Source: an optimization exercise on an open RTL-to-GDS flow (aim: small area, a short achievable clock period and few clock cycles per item). Production flows keep margins and buffers that such runs may drop.
Function was checked by simulation only, so behaviour that the tests miss may differ from the original.
No activity file was given, so power comes from the tool's default toggle rates.

==> flow/design.v <==
module bram_18_6_P ( clk, wr_en, wr_addr, rd_addr, wr_din, wr_dout, rd_dout );
  input                   clk;
  input                   wr_en;
  input       [  5 : 0]   wr_addr;
  input       [  5 : 0]   rd_addr;
  input       [ 17 : 0]   wr_din;
  output      [ 17 : 0]   wr_dout;
  output      [ 17 : 0]   rd_dout;
  reg         [ 17 : 0]   ram [63:0];
  reg         [  5 : 0]   reg_wra;
  reg         [  5 : 0]   reg_rda;
  always @ (posedge clk) begin
    if(wr_en) begin
      ram[wr_addr] <= wr_din;
    end
    reg_wra <= wr_addr;
    reg_rda <= rd_addr;
  end
  assign wr_dout = ram[reg_wra];
  assign rd_dout = ram[reg_rda];
endmodule
module modmul163841s (
  input                     clk,
  input                     rst,
  input signed      [34:0]  inZ,
  output reg signed [17:0]  outZ
) ;
  wire signed       [34:0]  mZ;
  wire              [3:0]   mZptoken;
  wire              [3:0]   mZntoken;
  wire              [3:0]   mZpuu;
  wire              [5:0]   mZpu;
  wire              [5:0]   mZnu;
  wire              [13:0]  mZpl_p0;
  wire              [11:0]  mZnl_p00;
  wire              [4:0]   mZnl_p01;
  wire              [11:0]  mZnl_p0;
  wire              [14:0]  mZnl_p1;
  reg               [13:0]  mZpl;
  reg               [14:0]  mZnl;
  reg               [6:0]   mZpnu;
  reg                       mZ33_1;
  wire              [2:0]   mZn2u;
  wire              [4:0]   mZpn2u;
  wire              [14:0]  mZn2l;
  wire              [13:0]  mZp2l_33T;
  wire              [4:0]   mZp3u;
  wire              [13:0]  mZp2l_33F;
  reg               [17:0]  mZp_33T;
  reg               [17:0]  mZn_33T;
  reg               [17:0]  mZp_33F;
  reg               [14:0]  mZn_33F;
  reg                       mZ33_2;
  wire signed       [18:0]  mZpn_33T;
  wire signed       [17:0]  mZpn_33T_pQ;
  wire signed       [17:0]  mZpn_33T_nQ;
  wire                      mZpn_33T_G;
  wire signed       [18:0]  mZpn_33F;
  wire signed       [17:0]  mZpn_33F_nQ;
  wire                      mZpn_33F_G;
  wire signed       [17:0]  outZ_33T;
  wire signed       [17:0]  outZ_33F;
  assign mZ = inZ;
  assign mZptoken = ( { 2'b0, mZ[20:19] } + { 2'b0, mZ[24:23] } ) + ( { 2'b0, mZ[28:27] } + { 2'b0, mZ[32:31] } ) ;
  assign mZntoken = ( { 2'b0, mZ[18:17] } + { 2'b0, mZ[22:21] } ) + ( { 2'b0, mZ[26:25] } + { 2'b0, mZ[30:29] } ) ;
  assign mZpuu    = mZptoken + { 2'b0, mZ[16:15] };
  assign mZpu     = { mZpuu, mZ[14:13] };
  assign mZnu     = { mZntoken, mZ[32], mZ[32] };
  assign mZpl_p0  = { 1'b0, mZ[12:0] } + { 1'b0, mZ[34], mZ[34], 2'b0, mZ[34], mZ[34], 2'b0, mZ[34], mZ[34], 2'b0, mZ[34] };
  assign mZnl_p00 = { 1'b0, mZ[31:21] } + { 4'b0, mZ[32:25] };
  assign mZnl_p01 = { 1'b0, mZ[32:29] } + { 3'b0, mZptoken[3:2] };
  assign mZnl_p0  = mZnl_p00 + { 7'b0, mZnl_p01 };
  assign mZnl_p1  = { mZnl_p0, mZptoken[1:0], 1'b0 } + { 1'b0, mZnl_p0, mZptoken[1:0] };
  always @ ( posedge clk ) begin
    if(rst) begin
      mZpl   <= 'd0;
      mZnl   <= 'd0;
      mZpnu  <= 'd0;
      mZ33_1 <= 'b0;
    end else begin
      mZpl   <= mZpl_p0;
      mZnl   <= mZnl_p1 + mZntoken;
      mZpnu  <= { 1'b0, mZpu } - { 1'b0, mZnu };
      mZ33_1 <= mZ[33];
    end
  end
  assign mZn2u     = { 1'b0, mZpnu[5:4] } + { 2'b0, mZpnu[6] };
  assign mZpn2u    = { 1'b0, mZpnu[3:0] } - { mZn2u, 2'b0 };
  assign mZn2l     = mZnl + { 13'b0, mZpnu[5:4] };
  assign mZp2l_33T = mZpl + { 12'b0, mZpnu[6], mZpnu[6] };
  assign mZp3u     = { 1'b0, mZpn2u[3:0] } + { 2'b0, mZpn2u[4], 2'b0 };
  assign mZp2l_33F = mZp2l_33T + { 13'b0, mZpn2u[4] };
  always @ ( posedge clk ) begin
    if(rst) begin
      mZp_33T <= 'd0;
      mZn_33T <= 'd0;
      mZp_33F <= 'd0;
      mZn_33F <= 'd0;
      mZ33_2  <= 'b0;
    end else begin
      mZp_33T <= { 1'b0, mZpn2u[3:0], 13'b0 } + { 4'b0, mZp2l_33T } ;
      mZn_33T <= { mZpn2u[4], 2'b0, mZn2l } ;
      mZp_33F <= { mZp3u, 13'b0 } + { 4'b0, mZp2l_33F } ;
      mZn_33F <= mZn2l;
      mZ33_2  <= mZ33_1;
    end
  end
  assign mZpn_33T    = { 1'b0, mZp_33T } - { 1'b0, mZn_33T } ;
  assign mZpn_33T_pQ = mZpn_33T + 'sd78644;
  assign mZpn_33T_nQ = mZpn_33T - 'sd85197;
  assign mZpn_33T_G  = (mZpn_33T > 'sd3276);
  assign outZ_33T    = mZpn_33T_G ? mZpn_33T_nQ : mZpn_33T_pQ ;
  assign mZpn_33F    = { 1'b0, mZp_33F } - { 4'b0, mZn_33F } ;
  assign mZpn_33F_nQ = mZpn_33F - 'sd163841;
  assign mZpn_33F_G  = (mZpn_33F > 'sd81920);
  assign outZ_33F    = mZpn_33F_G ? mZpn_33F_nQ : mZpn_33F[17:0] ;
  always @ ( posedge clk ) begin
    outZ <= mZ33_2 ? outZ_33T : outZ_33F;
  end
endmodule
module ntt32_163841 ( clk, rst, start, input_fg, addr, din, dout, valid );
  localparam Q0 = 163841;
  localparam ST_IDLE   = 0;
  localparam ST_NTT    = 1;
  localparam ST_PMUL   = 2;
  localparam ST_RELOAD = 3;
  localparam ST_INTT   = 4;
  localparam ST_CRT    = 5;   
  localparam ST_REDUCE = 6;
  localparam ST_FINISH = 7;
  input                      clk;
  input                      rst;
  input                      start;
  input                      input_fg;
  input             [5 : 0] addr;
  input signed      [17 : 0] din;
  output reg signed [17 : 0] dout;
  output reg                 valid;
  reg            wr_en   [0 : 1];
  reg   [5  : 0] wr_addr [0 : 1];
  reg   [5  : 0] rd_addr [0 : 1];
  reg   [17 : 0] wr_din  [0 : 1];
  wire  [17 : 0] rd_dout [0 : 1];
  wire  [17 : 0] wr_dout [0 : 1];
  wire         bank_index_rd [0 : 1];
  wire         bank_index_wr [0 : 1];
  wire [4 : 0] data_index_rd [0 : 1];
  wire [4 : 0] data_index_wr [0 : 1];
  reg  bank_index_wr_0_shift_1, bank_index_wr_0_shift_2;
  reg  fg_shift_1, fg_shift_2, fg_shift_3;
  reg  [4  : 0] stage_bit;
  wire [4  : 0] w_addr;
  reg                  ntt_state; 
  reg  signed [17: 0] in_a  ;
  reg  signed [17: 0] in_b  ;
  reg  signed [17: 0] in_w  ;
  wire signed [35: 0] bw    ;
  wire signed [17: 0] out_a ;
  wire signed [17: 0] out_b ;
  reg  [2 : 0] state, next_state;
  reg  [3 : 0] stage, stage_wr;
  wire [3 : 0] stage_rdM, stage_wrM;
  reg  [6 : 0] ctr;
  reg  [6 : 0] ctr_shift_7, ctr_shift_8, ctr_shift_9, ctr_shift_1, ctr_shift_2;
  reg          ctr_MSB_masked;
  reg          poly_select;
  reg          ctr_msb_shift_1;
  wire         ctr_half_end, ctr_full_end, ctr_shift_7_end, stage_rd_end, stage_rd_2, stage_wr_end, ntt_end, point_proc_end, reduce_end;
  reg         [5 : 0] w_addr_in;
  wire signed [17: 0] w_dout ;
  reg          bank_index_rd_shift_1, bank_index_rd_shift_2;
  reg [5 : 0] wr_ctr [0 : 1];
  reg [17: 0] din_shift_1, din_shift_2, din_shift_3;
  reg [5 : 0] w_addr_in_shift_1;
  bram_18_6_P bank_0
  (clk, wr_en[0], wr_addr[0], rd_addr[0], wr_din[0], wr_dout[0], rd_dout[0]);
  bram_18_6_P bank_1
  (clk, wr_en[1], wr_addr[1], rd_addr[1], wr_din[1], wr_dout[1], rd_dout[1]);
  addr_gen addr_rd_0 (clk, stage_rdM, {ctr_MSB_masked, ctr[4:0]}, bank_index_rd[0], data_index_rd[0]);
  addr_gen addr_rd_1 (clk, stage_rdM, {1'b1, ctr[4:0]}, bank_index_rd[1], data_index_rd[1]);
  addr_gen addr_wr_0 (clk, stage_wrM, {wr_ctr[0]}, bank_index_wr[0], data_index_wr[0]);
  addr_gen addr_wr_1 (clk, stage_wrM, {wr_ctr[1]}, bank_index_wr[1], data_index_wr[1]);
  w_addr_gen w_addr_gen_0 (clk, stage_bit, ctr[4:0], w_addr);
  bfu_163841 bfu_inst (clk, ntt_state, in_a, in_b, in_w, bw, out_a, out_b);
  w_163841 rom_w_inst (clk, w_addr_in_shift_1, w_dout);
  assign ctr_half_end         = (ctr[4:0] == 31) ? 1 : 0;
  assign ctr_full_end         = (ctr[5:0] == 63) ? 1 : 0;
  assign stage_rd_end         = (stage == 6) ? 1 : 0;
  assign stage_rd_2           = (stage == 2) ? 1 : 0;
  assign ntt_end         = (stage_rd_end && ctr[4 : 0] == 10) ? 1 : 0;
  assign crt_end         = (stage_rd_2 && ctr[4 : 0] == 10) ? 1 : 0;
  assign point_proc_end   = (ctr == 74) ? 1 : 0;
  assign reload_end      = (stage != 0 && ctr[4:0] == 4) ? 1 : 0;
  assign reduce_end      = (ctr == 68);
  always @ ( posedge clk ) begin
    fg_shift_1 <= input_fg;
    fg_shift_2 <= fg_shift_1;
    fg_shift_3 <= fg_shift_2;
  end
  always @ ( posedge clk ) begin
    if (state == ST_FINISH) begin
      if (bank_index_wr_0_shift_2) begin
        dout <= wr_dout[1][17:0];
      end else begin
        dout <= wr_dout[0][17:0];
      end
    end else begin
      dout <= 'sd0;
    end
  end
  always @ ( posedge clk ) begin
    bank_index_wr_0_shift_1 <= bank_index_wr[0];
    bank_index_wr_0_shift_2 <= bank_index_wr_0_shift_1;
  end
  always @ ( posedge clk ) begin
    if (state == ST_NTT || state == ST_INTT) begin
      if (ntt_end) begin
        poly_select <= ~poly_select;
      end else begin
        poly_select <= poly_select;
      end    
    end else if (state == ST_RELOAD) begin
      poly_select <= 1;
    end else begin
      poly_select <= 0;
    end
  end
  always @ ( posedge clk ) begin
    w_addr_in_shift_1 <= w_addr_in;
  end
  always @ ( posedge clk ) begin
    din_shift_1 <= din;
    din_shift_2 <= din_shift_1;
    din_shift_3 <= din_shift_2;
  end
  always @(posedge clk ) begin
    if ( state == ST_NTT || state == ST_INTT ) begin
      if (poly_select ^ bank_index_rd[0]) begin
        rd_addr[0][4:0] <= data_index_rd[1];
        rd_addr[1][4:0] <= data_index_rd[0];
      end else begin
        rd_addr[0][4:0] <= data_index_rd[0];
        rd_addr[1][4:0] <= data_index_rd[1];
      end
    end else begin
      rd_addr[0][4:0] <= data_index_rd[0];
      rd_addr[1][4:0] <= data_index_rd[0];
    end
    if (state == ST_NTT)  begin
      rd_addr[0][5] <= poly_select;
      rd_addr[1][5] <= poly_select;
    end else if (state == ST_PMUL) begin
      rd_addr[0][5] <=  bank_index_rd[0];
      rd_addr[1][5] <= ~bank_index_rd[0];
    end else if (state == ST_RELOAD) begin
      rd_addr[0][5] <= 0;
      rd_addr[1][5] <= 0;
    end else begin
      rd_addr[0][5] <= 1;
      rd_addr[1][5] <= 1;
    end
  end
  always @ ( posedge clk ) begin
    if (state == ST_NTT || state == ST_INTT) begin
      if (stage == 0 && ctr < 11) begin
        wr_en[0] <= 0;
        wr_en[1] <= 0;
      end else begin
        wr_en[0] <= 1;
        wr_en[1] <= 1;
      end
    end else if (state == ST_IDLE) begin
      if (fg_shift_3 ^ bank_index_wr[0]) begin
        wr_en[0] <= 0;
        wr_en[1] <= 1;
      end else begin
        wr_en[0] <= 1;
        wr_en[1] <= 0;
      end
    end else if (state == ST_PMUL) begin
      if (stage == 0 && ctr < 11) begin
        wr_en[0] <= 0;
        wr_en[1] <= 0;
      end else begin
        wr_en[0] <= ~bank_index_wr[0];
        wr_en[1] <=  bank_index_wr[0];
      end
    end else if (state == ST_REDUCE) begin
      if (stage == 0 && ctr < 4) begin
        wr_en[0] <= 0;
        wr_en[1] <= 0;
      end else begin
        wr_en[0] <= ~bank_index_wr[0];
        wr_en[1] <=  bank_index_wr[0];
      end
    end else if (state == ST_CRT) begin
      if (stage == 0 && ctr < 11) begin
        wr_en[0] <= 0;
        wr_en[1] <= 0;
      end else begin
        wr_en[0] <=  bank_index_wr[0];
        wr_en[1] <= ~bank_index_wr[0];
      end
    end else if (state == ST_RELOAD) begin
      if (stage == 0 && ctr < 4) begin
        wr_en[0] <= 0;
        wr_en[1] <= 0;
      end else begin
        wr_en[0] <=  bank_index_wr[0];
        wr_en[1] <= ~bank_index_wr[0];
      end
    end else begin
      wr_en[0] <= 0;
      wr_en[1] <= 0;
    end
  end
  always @(posedge clk ) begin
    if ( state == ST_NTT || state == ST_INTT ) begin
      if (poly_select ^ bank_index_wr[0]) begin
        wr_addr[0][4:0] <= data_index_wr[1];
        wr_addr[1][4:0] <= data_index_wr[0];
      end else begin
        wr_addr[0][4:0] <= data_index_wr[0];
        wr_addr[1][4:0] <= data_index_wr[1];
      end
    end else begin
      wr_addr[0][4:0] <= data_index_wr[0];
      wr_addr[1][4:0] <= data_index_wr[0];
    end  
    if (state == ST_IDLE) begin
      wr_addr[0][5] <= fg_shift_3;
      wr_addr[1][5] <= fg_shift_3;
    end else if(state == ST_NTT || state == ST_INTT) begin
      wr_addr[0][5] <= poly_select;
      wr_addr[1][5] <= poly_select;
    end else if (state == ST_PMUL || state == ST_REDUCE || state == ST_FINISH) begin
      wr_addr[0][5] <= 0;
      wr_addr[1][5] <= 0;
    end else begin
      wr_addr[0][5] <= 1;
      wr_addr[1][5] <= 1;
    end     
  end
  always @ ( posedge clk ) begin
    if (state == ST_IDLE) begin
      wr_din[0][17:0] <= { din_shift_3 };
      wr_din[1][17:0] <= { din_shift_3 };
    end else if (state == ST_NTT || state == ST_INTT) begin
      if (poly_select ^ bank_index_wr[0]) begin
        wr_din[0][17:0] <= out_b;
        wr_din[1][17:0] <= out_a;
      end else begin
        wr_din[0][17:0] <= out_a;
        wr_din[1][17:0] <= out_b;
      end
    end else if (state == ST_RELOAD) begin
      if (bank_index_rd_shift_2) begin
        wr_din[0][17:0] <= rd_dout[1][17:0];
        wr_din[1][17:0] <= rd_dout[1][17:0];
      end else begin
        wr_din[0][17:0] <= rd_dout[0][17:0];
        wr_din[1][17:0] <= rd_dout[0][17:0];
      end
    end else if (state == ST_REDUCE) begin
      if (bank_index_rd_shift_2) begin
        wr_din[0][17:0] <= rd_dout[0][17:0];
        wr_din[1][17:0] <= rd_dout[0][17:0];
      end else begin
        wr_din[0][17:0] <= rd_dout[1][17:0];
        wr_din[1][17:0] <= rd_dout[1][17:0];
      end
    end else begin
      wr_din[0][17:0] <= out_a;
      wr_din[1][17:0] <= out_a;
    end
  end
  always @ ( posedge clk ) begin
    bank_index_rd_shift_1 <= bank_index_rd[0];
    bank_index_rd_shift_2 <= bank_index_rd_shift_1;
  end
  always @ ( posedge clk ) begin
    if (state == ST_INTT) begin
      ntt_state <= 1;
    end else begin
      ntt_state <= 0;
    end
  end
  always @ ( posedge clk ) begin
    if (state == ST_NTT || state == ST_INTT) begin
      if (poly_select ^ bank_index_rd_shift_2) begin
        in_b <= $signed(rd_dout[0]);
      end else begin
        in_b <= $signed(rd_dout[1]);
      end
    end else if (state == ST_CRT) begin
      if (bank_index_rd_shift_2) begin
        in_b <= $signed(rd_dout[0]);
      end else begin
        in_b <= $signed(rd_dout[1]);
      end
    end else begin  
      in_b <= $signed(rd_dout[1]);
    end
    if (state == ST_NTT || state == ST_INTT) begin
      if (poly_select ^ bank_index_rd_shift_2) begin
        in_a <= $signed(rd_dout[1]);
      end else begin
        in_a <= $signed(rd_dout[0]);
      end
    end else begin  
      in_a <= 'sd0;
    end
  end
  always @ ( posedge clk ) begin
    if (state == ST_NTT) begin
      w_addr_in <= {1'b0, w_addr};
    end else begin
      w_addr_in <= 64 - w_addr;
    end
    if (state == ST_PMUL) begin
        in_w <= rd_dout[0];
    end else begin
      in_w <= w_dout;
    end
  end
  always @ ( posedge clk ) begin
    if (state == ST_IDLE || state == ST_FINISH) begin
      wr_ctr[0] <= addr[5:0];
    end else if (state == ST_RELOAD || state == ST_REDUCE) begin
      wr_ctr[0] <= {ctr_shift_1[0], ctr_shift_1[1], ctr_shift_1[2], ctr_shift_1[3], ctr_shift_1[4], ctr_shift_1[5]};
    end else if (state == ST_NTT || state == ST_INTT) begin
      wr_ctr[0] <= {1'b0, ctr_shift_7[4:0]};
    end else begin
      wr_ctr[0] <= ctr_shift_7[5:0];
    end
    wr_ctr[1] <= {1'b1, ctr_shift_7[4:0]};
  end
  always @ (*) begin
    if (state == ST_NTT || state == ST_INTT) begin
      ctr_MSB_masked = 0;
    end else begin
      ctr_MSB_masked = ctr[5];
    end
  end
  always @ ( posedge clk ) begin
    if (state == ST_NTT || state == ST_INTT) begin
      if (ntt_end) begin
        ctr <= 0;
      end else begin
        ctr <= ctr + 1;
      end
    end else if (state == ST_PMUL) begin
      if (point_proc_end) begin
        ctr <= 0;
      end else begin
        ctr <= ctr + 1;
      end
    end else if (state == ST_CRT) begin
      if (crt_end || ctr_full_end) begin
        ctr <= 0;
      end else begin
        ctr <= ctr + 1;
      end
    end else if (state == ST_RELOAD) begin
      if (reload_end) begin
        ctr <= 0;
      end else begin
        ctr <= ctr + 1;
      end
    end else if (state == ST_REDUCE) begin
      if (reduce_end) begin
        ctr <= 0;
      end else begin
        ctr <= ctr + 1;
      end
    end else begin
      ctr <= 0;
    end
    ctr_shift_7 <= ctr - 7;
    ctr_shift_8 <= ctr_shift_7;
    ctr_shift_9 <= ctr_shift_8;
    ctr_shift_1 <= ctr;
    ctr_shift_2 <= ctr_shift_1;
  end
  always @ ( posedge clk ) begin
    if (state == ST_NTT || state == ST_INTT) begin
      if (ntt_end) begin
        stage <= 0;
      end else if (ctr_half_end) begin
        stage <= stage + 1;
      end else begin
        stage <= stage;
      end
    end else if (state == ST_RELOAD) begin
      if (reload_end) begin
        stage <= 0;
      end else if (ctr_full_end) begin
        stage <= stage + 1;
      end else begin
        stage <= stage;
      end
    end else if (state == ST_CRT) begin
      if (crt_end) begin
        stage <= 0;
      end else if (ctr_full_end) begin
        stage <= stage + 1;
      end else begin
        stage <= stage;
      end
    end else begin
      stage <= 0;
    end
    if (state == ST_NTT || state == ST_INTT) begin
      if (ntt_end) begin
        stage_wr <= 0;
      end else if (ctr_shift_7[4:0] == 0 && stage != 0) begin
        stage_wr <= stage_wr + 1;
      end else begin
        stage_wr <= stage_wr;
      end
    end else if (state == ST_RELOAD) begin
      if (reload_end) begin
        stage_wr <= 0;
      end else if (ctr_shift_7[5:0] == 0 && stage != 0) begin
        stage_wr <= stage_wr + 1;
      end else begin
        stage_wr <= stage_wr;
      end
    end else if (state == ST_CRT) begin
      if (crt_end) begin
        stage_wr <= 0;
      end else if (ctr_shift_9[5:0] == 0 && stage != 0) begin
        stage_wr <= stage_wr + 1;
      end else begin
        stage_wr <= stage_wr;
      end
    end else begin
      stage_wr <= 0;
    end        
  end
  assign stage_rdM = (state == ST_NTT || state == ST_INTT) ? stage : 0;
  assign stage_wrM = (state == ST_NTT || state == ST_INTT) ? stage_wr : 0;
  always @ ( posedge clk ) begin
    if (state == ST_NTT || state == ST_INTT) begin
      if (ntt_end) begin
        stage_bit <= 0;
      end else if (ctr_half_end) begin
        stage_bit[0] <= 1'b1;
        stage_bit[4 : 1] <= stage_bit[3 : 0];
      end else begin
        stage_bit <= stage_bit;
      end
    end else begin
      stage_bit <= 'b0;
    end
  end
  always @ (*) begin
      if (state == ST_FINISH) begin
          valid = 1;
      end else begin
          valid = 0;
      end
  end
  always @ ( posedge clk ) begin
    if(rst) begin
            state <= 0;
        end else begin
            state <= next_state;
        end
  end
  always @(*) begin
    case(state)
    ST_IDLE: begin
      if(start)
        next_state = ST_NTT;
      else
        next_state = ST_IDLE;
    end
    ST_NTT: begin
      if(ntt_end && poly_select == 1)
        next_state = ST_PMUL;
      else
        next_state = ST_NTT;
    end
    ST_PMUL: begin
      if (point_proc_end)
        next_state = ST_RELOAD;
      else
        next_state = ST_PMUL;
    end
    ST_RELOAD: begin
      if (reload_end) begin
        next_state = ST_INTT;
      end else begin
        next_state = ST_RELOAD;
      end
    end
    ST_INTT: begin
      if(ntt_end)
        next_state = ST_REDUCE;
      else
        next_state = ST_INTT;
      end
    ST_REDUCE: begin
      if(reduce_end)
        next_state = ST_FINISH;
      else
        next_state = ST_REDUCE;
    end
    ST_FINISH: begin
      if(!start)
        next_state = ST_FINISH;
      else
        next_state = ST_IDLE;
    end
    default: next_state = ST_IDLE;
    endcase
  end
endmodule
module w_addr_gen ( clk, stage_bit, ctr, w_addr );
  input              clk;
  input      [ 4: 0] stage_bit;
  input      [ 4: 0] ctr;
  output reg [ 4: 0] w_addr;
  wire [ 4: 0] w;
  assign w[ 0] = (stage_bit[ 0]) ? ctr[ 0] : 0;
  assign w[ 1] = (stage_bit[ 1]) ? ctr[ 1] : 0;
  assign w[ 2] = (stage_bit[ 2]) ? ctr[ 2] : 0;
  assign w[ 3] = (stage_bit[ 3]) ? ctr[ 3] : 0;
  assign w[ 4] = (stage_bit[ 4]) ? ctr[ 4] : 0;
  always @ ( posedge clk ) begin
    w_addr <= {w[0], w[1], w[2], w[3], w[4]};
  end
endmodule
module addr_gen ( clk, stage, ctr, bank_index, data_index );
  input              clk;
  input      [2 : 0] stage;
  input      [5 : 0] ctr;
  output reg         bank_index;
  output reg [4 : 0] data_index;
  wire       [5 : 0] bs_out;
  barrel_shifter bs ( clk, ctr, stage, bs_out );
    always @( posedge clk ) begin
        bank_index <= ^bs_out;
    end
    always @( posedge clk ) begin
        data_index <= bs_out[5:1];
    end
endmodule
module barrel_shifter ( clk, in, shift, out );
  input              clk;
  input      [5 : 0] in;
  input      [2 : 0] shift;
  output reg [5 : 0] out;
  reg        [5 : 0] in_s [0:3];
  always @ (*) begin
    in_s[0] = in;
  end
  always @ (*) begin
    if(shift[0]) begin
      in_s[1] = { in_s[0][0], in_s[0][5:1] };
    end else begin
      in_s[1] = in_s[0];
    end
  end
  always @ (*) begin
    if(shift[1]) begin
      in_s[2] = { in_s[1][1:0], in_s[1][5:2] };
    end else begin
      in_s[2] = in_s[1];
    end
  end
  always @ (*) begin
    if(shift[2]) begin
      in_s[3] = { in_s[2][3:0], in_s[2][5:4] };
    end else begin
      in_s[3] = in_s[2];
    end
  end
  always @ ( posedge clk ) begin
    out <= in_s[3];
  end
endmodule
module bfu_163841 ( clk, state, in_a, in_b, w, bw, out_a, out_b );
  input                      clk;
  input                      state;
  input      signed [17 : 0] in_a;
  input      signed [17 : 0] in_b;
  input      signed [17 : 0] w;
  output reg signed [34 : 0] bw;
  output reg signed [17 : 0] out_a;
  output reg signed [17 : 0] out_b;
  wire signed       [17 : 0] mod_bw;
  reg signed        [18 : 0] a, b;
  reg signed        [17 : 0] in_a_s1, in_a_s2, in_a_s3, in_a_s4, in_a_s5;
  reg signed        [34 : 0] bwQ_0, bwQ_1, bwQ_2;
  wire signed       [18 : 0] a_add_q, a_sub_q, b_add_q, b_sub_q;
  modmul163841s mod163841s_inst ( clk, 1'b0, bw, mod_bw );
  assign a_add_q = a + 'sd163841;
  assign a_sub_q = a - 'sd163841;
  assign b_add_q = b + 'sd163841;
  assign b_sub_q = b - 'sd163841;
  always @(posedge clk ) begin
    in_a_s1 <= in_a;
    in_a_s2 <= in_a_s1;
    in_a_s3 <= in_a_s2;
    in_a_s4 <= in_a_s3;
    in_a_s5 <= in_a_s4;
  end
  always @ ( posedge clk ) begin
    bw <= in_b * w;
  end
  always @ ( posedge clk ) begin
    a <= in_a_s4 + mod_bw;
    b <= in_a_s4 - mod_bw;
    if (state == 0) begin
      if (a > 'sd81920) begin
        out_a <= a_sub_q;
      end else if (a < -'sd81920) begin
        out_a <= a_add_q;
      end else begin
        out_a <= a;
      end
    end else begin
      if (a[0] == 0) begin
        out_a <= a[18:1];
      end else if (a[18] == 0) begin  
        out_a <= a_sub_q[18:1];
      end else begin                  
        out_a <= a_add_q[18:1];
      end
    end
    if (state == 0) begin
      if (b > 'sd81920) begin
        out_b <= b_sub_q;
      end else if (b < -'sd81920) begin
        out_b <= b_add_q;
      end else begin
        out_b <= b;
      end
    end else begin
      if (b[0] == 0) begin
        out_b <= b[18:1];
      end else if (b[18] == 0) begin  
        out_b <= b_sub_q[18:1];
      end else begin                  
        out_b <= b_add_q[18:1];
      end
    end
  end
endmodule
module w_163841 ( clk, addr, dout );
  input                       clk;
  input             [ 5 : 0]  addr;
  output signed     [17 : 0]  dout;
  wire signed       [17 : 0]  dout_p;
  wire signed       [17 : 0]  dout_n;
  reg               [ 5 : 0]  addr_reg;
  reg signed [17:0] dout_p_r;
  assign dout_p = dout_p_r;
  assign dout_n = -dout_p;
  assign dout   = addr_reg[5] ? dout_n : dout_p;
  always @ ( posedge clk ) begin
    addr_reg <= addr;
  end
  always @ (*) begin
    case (addr_reg[4:0])
      5'd0 : dout_p_r = 'sd1;
      5'd1 : dout_p_r = 'sd8386;
      5'd2 : dout_p_r = 'sd37207;
      5'd3 : dout_p_r = 'sd64638;
      5'd4 : dout_p_r = 'sd68240;
      5'd5 : dout_p_r = -'sd35973;
      5'd6 : dout_p_r = -'sd38297;
      5'd7 : dout_p_r = -'sd30282;
      5'd8 : dout_p_r = 'sd8698;
      5'd9 : dout_p_r = 'sd32183;
      5'd10: dout_p_r = 'sd40511;
      5'd11: dout_p_r = -'sd80988;
      5'd12: dout_p_r = -'sd44423;
      5'd13: dout_p_r = 'sd43156;
      5'd14: dout_p_r = -'sd18553;
      5'd15: dout_p_r = 'sd63492;
      5'd16: dout_p_r = -'sd39338;
      5'd17: dout_p_r = -'sd76535;
      5'd18: dout_p_r = -'sd57313;
      5'd19: dout_p_r = -'sd81165;
      5'd20: dout_p_r = -'sd54176;
      5'd21: dout_p_r = 'sd11157;
      5'd22: dout_p_r = 'sd9391;
      5'd23: dout_p_r = -'sd54595;
      5'd24: dout_p_r = -'sd61916;
      5'd25: dout_p_r = -'sd15447;
      5'd26: dout_p_r = 'sd59689;
      5'd27: dout_p_r = 'sd17699;
      5'd28: dout_p_r = -'sd16132;
      5'd29: dout_p_r = 'sd49714;
      5'd30: dout_p_r = -'sd73741;
      5'd31: dout_p_r = -'sd56092;
      default: dout_p_r = 'sd0;
    endcase
  end
endmodule
==> flow/run.sh <==
#!/bin/bash
# synth_recipe.tcl (not shown) runs the flow's synth.tcl, then flattens the netlist and writes it again
# the make line also repeats each setting of config.mk as NAME=value (left out here)
make -C /OpenROAD-flow-scripts/flow DESIGN_CONFIG=/design/flow/config.mk WORK_HOME=/design/flow/orfs CLKGATE_MAP_FILE= SYNTH_SCRIPT=/design/flow/synth_recipe.tcl finish
==> flow/config.mk <==
export PLATFORM = sky130hd
export DESIGN_NAME = ntt32_163841
export DESIGN_NICKNAME = ntt32_163841
export VERILOG_FILES = /design/flow/design.v
export SDC_FILE = /design/flow/constraint.sdc
export NUM_CORES = 4
export LEC_CHECK = 0
export CAP_MARGIN = 20
export CORE_MARGIN = 2
export CORE_UTILIZATION = 45
export SLEW_MARGIN = 20
==> flow/constraint.sdc <==
create_clock -name core_clock -period 8.0 [get_ports {clk}]
set_input_delay 1.6000 -clock core_clock [delete_from_list [all_inputs] [get_ports {clk}]]
set_output_delay 1.6000 -clock core_clock [all_outputs]
set_load 0.01 [all_outputs]
==> impl_metrics.py <==
metrics = {
    "clock_network": {
        "cts_buffers": 325,
        "hold_buffers": 0,
        "path_clk_slew_ns": 0.06,
        "ctsRootBufferMaster": "clkbuf_16",
        "postCtsResizedCells": 0,
        "cts_tree": "yes",
        "htree_levels": 5,
        "insertion_delay_ns": 0.94,
        "clock-sinks": 2943,
        "post-cts-setup-buffers": 0,
        "clockBufferDepth": 4,
    },
    "synthesis": {
        "synth_top_family_by_area": "multiplexers",
        "synth.ff_latch_count": 2943,
        "synthXorXnorAreaFrac_pct": 1.76,
        "async_reset_ff_share_pct": 0,
        "synth-compound-area-share_pct": 3.78,
        "synth_adder_area_share_pct": 6.98,
        "synth_flop_cell": "edfxtp_1",
        "synth.distinct_cells": 82,
        "syn_area_per_cell_um2": 16.4,
        "synthSimpleGateAreaFrac_pct": 4.66,
        "synth_area_um2": 147000,
        "synth_edf_count": 2312,
        "syn_nets": 9601,
        "synth_cells": 8964,
        "yosys_warnings": 28,
        "ys_seq_area_share_pct": 55.9,
        "muxShareOfSynthArea_pct": 24.0,
    },
    "critical_path": {
        "cpMostUsedCell": "fa_1",
        "endpoint_kind": "flop",
        "cp_max_fo": 18,
        "crit_slowest_cell": "dfxtp_1",
        "crit_arrival_ns": 8.15,
        "path_class": "flop to flop",
        "crit_chain": "nand2_1, fa_1, fa_1, fa_1, inv_1, fa_1, fa_1, inv_1, fa_1, inv_1, ha_1, and2_1, a221o_1, a21oi_1, a2bb2oi_1, a31oi_1, o41ai_1, o21ai_0, nand3_1, and2_1, o21ai_0, xor2_1",
        "critPathRequiredTime_ns": 8.76,
        "max_stage_delay_ns": 0.80,
        "cp-start-kind": "flop",
    },
    "cells_and_area": {
        "reg.largest.list": "bank_0.ram (1152), bank_1.ram (1152), wr_din (36)",
        "area_growth_pct": 11.5,
        "fin_cells": 13600,
        "drive_gt1_share_pct": 26.8,
        "final_util_pct": 50.5,
        "final_nets": 9647,
    },
    "sta": {
        "max_clock_freq_mhz": 135,
        "worst_pin_slew_ns": 1.21,
        "tns_ns": 0,
        "rsz0062_at_grt": "false",
        "setup_viol_count_final": 0,
        "max_slew_margin_pct": 19.5,
        "hold_ws_ns": 0.290,
        "fin_skew_ns": 0.0640,
        "fin_crit_sh_pct": 92.3,
        "finalHoldViolCount": 0,
        "maxSlewViolCount": 0,
        "fin_crit_ns": 7.38,
    },
    "drt": {
        "routedWlPerCell_um": 31.8,
        "drt-total-wl_um": 433000,
        "drt_iter0_drc": 11100,
        "drc_errors": 0,
        "ant_nets": 0,
        "vias": 85900,
        "vias_per_cell": 6.31,
        "dr.pass1.iters": 7,
    },
    "global_routing": {
        "grt-ovfl-total": 0,
        "grt_pass1_vias": 87100,
        "antenna_found_initial": 45,
        "grt_pass1_wl_um": 621000,
        "grt_max_degree": 139,
        "grt.total_usage_pct": 26.1,
    },
    "power_and_ir_drop": {
        "ir_worst_vdd_mv": 1.21,
        "p_comb_share_pct": 42.3,
        "power_frac_clock_pct": 23.7,
        "internal_power_mw": 39.6,
        "p_leak_nw": 54.5,
        "seq_power_share_pct": 33.9,
        "p_switching_mw": 23.8,
        "finalPower_mw": 63.4,
        "powerDensity_nw_per_um2": 387,
        "swShare_pct": 37.5,
    },
    "worst_hold_path": {
        "hold_path_class": "flop to flop",
    },
    "die": {
        "ios": 47,
        "die_area_um2": 331000,
        "die_h_um": 575,
        "start_util_pct": 45.3,
        "core-area_um2": 325000,
        "row_count": 209,
        "die_width_um": 575,
    },
    "place": {
        "dp_cells": 13000,
        "io_buffers": 46,
        "gp_congestion": 0.886,
        "hpwl_um": 271000,
    },
    "run_status": {
        "outcome": "timing/DRC/antenna clean",
    },
    "flow_run": {
        "drv_cap": 0,
    },
}
## layout by cell type (no fill, tap or decap), drive strengths merged, types with 224 or more instances in the layout
cell type  count
o21ai        234
inv          579
mux4        1507
fa           350
ha           259
buf          224
dfxtp        631
edfxtp      2312
clkbuf       419
a21oi        260
nor2         450
nand2        511
## cells by family after synthesis
family / Yosys count
and+or+nand+nor: 1491
AOI/OAI and AO/OA: 880
DFF: 2943
buffers and inverters: 1114
adders and majority gates: 609
xor gates and xnor gates: 296
muxes: 1631
## path summary, 6_finish.rpt
check,startpoint,to,slack [ns],depth (start not counted)
max,in_b[11],bfu_inst.bw[32],0.62,22
min,addr_wr_1.bs.out[2],addr_wr_1.data_index[1],0.29,0
max reg2reg,in_b[11],bfu_inst.bw[32],0.62,22
min reg2reg,addr_wr_1.bs.out[2],addr_wr_1.data_index[1],0.29,0
## cell usage after synthesis (77+ instances only)
cell type	instances	area, um^2
a21oi_1	257	1290
and2_1	151	945
buf_1	96	360
clkbuf_1	378	1420
dfxtp_1	631	12600
edfxtp_1	2312	69400
fa_1	350	7010
ha_1	259	3240
inv_1	559	2100
mux2i_1	77	771
mux4_2	1507	33900
nand2_1	511	1920
nand3_1	77	385
nor2_1	450	1690
o21ai_0	229	1150
xnor2_1	199	1740
xor2_1	97	850
## critical path, delay by kind of cell, from the launching register on
kind	cells	cell delay (ns)
AO/OA/AOI/OAI	7	2.02
AND/OR/NAND/NOR	4	0.69
adder cells (fa/ha/maj)	7	3.41
buffers and inverters	3	0.16
flip-flops	1	0.80
XOR/XNOR	1	0.16
## power groups by stage
stage	Sequential, mW	Clock, mW	Combinational [mW]
floorplan	20.7	0	19.3
global placement	21.7	0	26.5
detailed placement	21.8	0	26.7
CTS	21.5	15.2	26.9
global route	21.7	15.8	29.2
finish	21.5	15.0	26.8
## routing by layer
layer  up-vias  part of all wire, %  GRT usage, %
met1     45500                   40          37.0
met5         -                0.039             0
met3       770                   10          5.63
met2      4281                   46          39.6
met4        24                  4.1          9.66
li1      35200                    -             -
## final cells by class
class | instances | area [um^2]
diodes | 20 | 50.0
clock buffers | 419 | 8980
clock inverters | 164 | 1600
fillers | 26300 | 161000
inverters | 563 | 2110
multi-input cells | 4907 | 61000
flip-flops and latches | 2943 | 82200
well taps | 4325 | 5410
repair buffers | 270 | 2430
## per-stage QoR
stage | setup WS [ns] | instance area, um^2
global route | 0.300 | 164000
floorplan | 1.48 | 147000
global placement | 0.845 | 153000
CTS | 0.685 | 164000
detailed placement | 0.717 | 153000
finish | 0.616 | 164000
Testbench counts, summed over its fixed seeds: cycles 98,120, txns 96.

port drivers added, routing unchanged:
The results above use ideal ports. As a check the final layout listed here was re-extracted and re-timed, cells and wires unchanged. Step 1 sets driving cells, clkbuf_16 on the clock port and buf_2 on the other inputs (assumed; they add their load-dependent delay and slew). Step 2 adds t to the input delays and takes it off the output delays; t is the mean of the earliest and latest rising clock arrival at the registers after step 1. Input paths then give back, and output paths get back, about the clock's delay inside the block. a / b / c = ideal ports / drivers / drivers and shift; a / b = the first two.
t, ns: 1.007
setup WS [ns]: 0.616 / 0.616 / 0.616
worst slew at a driven data input, ns: 0.17
After both steps setup and hold are still met in this run. For this run, drivers alone change the setup slack by 0.000 ns; drivers and shift together by 0.000 ns.
